Context: an optimization exercise on an open-source flow, tuned for small area. The choices shown serve that exercise and are no tape-out recipe. At most, simulation tests tie the RTL to the original design; equivalence was not proved.

==> 09-17: inputs <==
==> flow/design.v <==
module mem_cache(data_in,
                 address,
                 data_out,
                 write,
                 clk,
                 rst);
		 parameter Size = 1;
		 parameter Resettable = 0;  
    		 input [Size - 1:0] data_in;  
    		 input [3:0] address;         
    		 input write;		      
		 input clk;		      
		 input rst;		      
		 output [Size - 1:0] data_out;  
		wire [Size - 1:0] stored;     
		assign data_out = write ? {Size{1'b0}} : stored;  
		generate if (Resettable) begin : g_reset
		reg [16 * Size - 1:0] lines;
		assign stored = lines[address * Size +: Size];
		always @ (posedge clk) begin
		       if (rst) lines <= {16 * Size{1'b0}};
		       else if (write) lines[address * Size +: Size] <= data_in;
		end
		end else begin : g_plain
		reg [Size - 1:0] memory[0:15];
		assign stored = memory[address];
		always @ (posedge clk) begin
		       if (write) memory[address] <= data_in;
		end
		end endgenerate
endmodule
module cache(index,
             tag_in,
             word,
             data_in,
             write,
	     valid_in,
             clk, 
             rst,
             data_out,
	     tag_out,
             valid_out,
             hit);
    	     input [3:0] index;			    
    	     input [10:0] tag_in; 		    
    	     input [7:0] data_in;    		    
	     input valid_in, write, word, clk;	    
	     input rst;				    
	     output [10:0] tag_out;		    
    	     output [7:0] data_out;		    
    	     output valid_out, hit;		    
    	     wire [7:0] word0, word1;
	     wire match, write_word0, write_word1, write_tag, write_valid, valid_b;
	     assign match = (tag_in == tag_out);    
	     assign write_word0 = write & ~word;    
	     assign write_word1 = write & word;	    
	     assign write_tag = write;	  	    
	     assign write_valid = write;	    
    	     mem_cache #(8)  word_block0  (data_in,  index, word0, write_word0, clk, rst); 
    	     mem_cache #(8)  word_block1  (data_in,  index, word1, write_word1, clk, rst); 
	     mem_cache #(11) tag_block    (tag_in,   index, tag_out, write_tag, clk, rst); 
	     mem_cache #(1, 1) valid_block  (valid_in, index, valid_b, write_valid, clk, rst); 
	     assign hit = match;							 
    	     assign data_out = write ? 8'h00 : (word ? word1 : word0);			 
	     assign valid_out = ~write & valid_b;      	       				 
endmodule
module directMapped_cache(address,
			  data_in,
			  write,
			  clk,
			  rst,
			  data_out,
			  hit,
			  valid,tag);
			  input [15:0] address;  
			  input [7:0] data_in;   
			  input write, clk;      
			  input rst;             
			  output [7:0] data_out;  
			  output hit, valid;      
			  output [10:0] tag;      
			  wire [7:0] d_out;       
			  wire [10:0] tag_out;    
			  wire isHit, isValid;    
			  cache cache1(address[4:1], address[15:5], address[0], data_in, write, 1'b1, clk, rst, d_out, tag_out, isValid, isHit);
			  assign hit = isHit;  
			  assign valid = isValid;  
			  assign data_out = d_out;  
			  assign tag = tag_out;  
endmodule
module two_way_cache(address, 
                     data_in, 
                     write, 
                     clk,
                     rst,
                     data_out,
                     hit
                     );
  		     input [15:0] address;  
  		     input [7:0] data_in;   
  		     input write, clk;      
  		     input rst;             
		     output [7:0] data_out;  
		     output hit;  	     
  		     wire [10:0] tag0, tag1;  
  		     wire [7:0] data_out0, data_out1;  
		     wire valid0, valid1;  
		     wire hit0, hit1;
		     wire select_0, select_1;
		     directMapped_cache cache0(address, data_in, write, clk, rst, data_out0, hit0, valid0, tag0);
		     directMapped_cache cache1(address, data_in, write, clk, rst, data_out1, hit1, valid1, tag1);
		     assign select_0 = (address[15:5] == tag0) & valid0;
		     assign select_1 = (address[15:5] == tag1) & valid1;
		     assign hit = select_0 | select_1;
		     assign data_out = hit ? (select_0 ? data_out0 : data_out1) : 8'h00;
endmodule
==> flow/run.sh <==
#!/bin/bash
# synth_recipe.tcl (not shown) runs the flow's synth.tcl, then flattens the netlist and writes it again
# the make line also repeats each setting of config.mk as NAME=value (left out here)
make -C /OpenROAD-flow-scripts/flow DESIGN_CONFIG=/design/flow/config.mk WORK_HOME=/design/flow/orfs CLKGATE_MAP_FILE= SYNTH_SCRIPT=/design/flow/synth_recipe.tcl finish
==> flow/config.mk <==
export PLATFORM = sky130hd
export DESIGN_NAME = two_way_cache
export DESIGN_NICKNAME = two_way_cache
export VERILOG_FILES = /design/flow/design.v
export SDC_FILE = /design/flow/constraint.sdc
export NUM_CORES = 4
export LEC_CHECK = 0
export CAP_MARGIN = 20
export CORE_MARGIN = 2
export CORE_UTILIZATION = 40
export SLEW_MARGIN = 20
==> flow/constraint.sdc <==
create_clock -name core_clock -period 5.5 [get_ports {clk}]
set_input_delay 1.1000 -clock core_clock [delete_from_list [all_inputs] [get_ports {clk}]]
set_output_delay 1.1000 -clock core_clock [all_outputs]
set_load 0.01 [all_outputs]
==> inputs of 09-03, as changes to 09-17 <==
==> flow/design.v (replaced) <==
module two_way_cache(address, data_in, write, clk, rst, data_out, hit);
  input  [15:0] address;
  input  [7:0]  data_in;
  input         write, clk, rst;
  output [7:0]  data_out;
  output        hit;
  wire [10:0] tag_in = address[15:5];
  wire [3:0]  index  = address[4:1];
  wire        word   = address[0];
  reg [15:0] valid;
  reg [10:0] tags  [0:15];
  reg [7:0]  word0 [0:15];
  reg [7:0]  word1 [0:15];
  always @(posedge clk) begin
    if (rst) valid <= 16'b0;
    else if (write) valid[index] <= 1'b1;
    if (write) tags[index] <= tag_in;
    if (write & ~word) word0[index] <= data_in;
    if (write & word) word1[index] <= data_in;
  end
  assign hit = ~write & valid[index] & (tags[index] == tag_in);
  assign data_out = word ? word1[index] : word0[index];
endmodule
==> metrics.csv <==
metric;value;unit
outcome;finished clean;
Clock-cell share;7.52;%
layout cells sized above 1;27.2;%
Mapped Cells;873;
CP max FO;37;
crit path DAT;4040;ps
final instance area;20800;µm²
synth warn;1;
# the run above: 09-03

==> metrics.csv <==
metric;value;unit
initial drt markers;758;
outcome;finished clean;
final instance area;21200;µm²
# setup viols final;0;
crit path DAT;4200;ps
synth warn;3;
Hold Crit Start;cache0.cache1.valid_block.g_reset.lines[5];
Clock-cell share;7.21;%
Mapped Cells;920;
Root Buffer;clkbuf_16;
# the run above: 09-17

Only the layout flow was run in 09-17; the RTL was not checked for function there.

[re-timing with driven ports]
The results above use ideal ports. As a check the final layouts listed here were re-extracted and re-timed, cells and wires unchanged. Step 1 (the two cells are an assumption about what drives the block):
set clk [get_ports {clk}]
set_driving_cell -lib_cell sky130_fd_sc_hd__clkbuf_16 $clk
set_driving_cell -lib_cell sky130_fd_sc_hd__buf_2 [delete_from_list [all_inputs] $clk]
Step 2 times the ports against the registers' clock, not the clock port: input delays grow and output delays shrink by t, the midpoint of the rising clock arrivals with the driver on. Three values: no drivers, after step 1, after step 2; two values: the first two.
| run | t (ns) | slack for setup (ns) | hold slack, ns |
|---|---|---|---|
| 09-17 | 0.629 | 0.199 / 0.161 / 0.161 | 0.468 / 0.468 / 0.468 |
| 09-03 | 0.623 | 0.359 / 0.320 / 0.320 | 0.464 / 0.464 / 0.464 |
After both steps every run listed still meets setup and hold. The setup slack of 09-03, which loses most, moves by -0.039 ns with the drivers and by -0.039 ns with both steps.
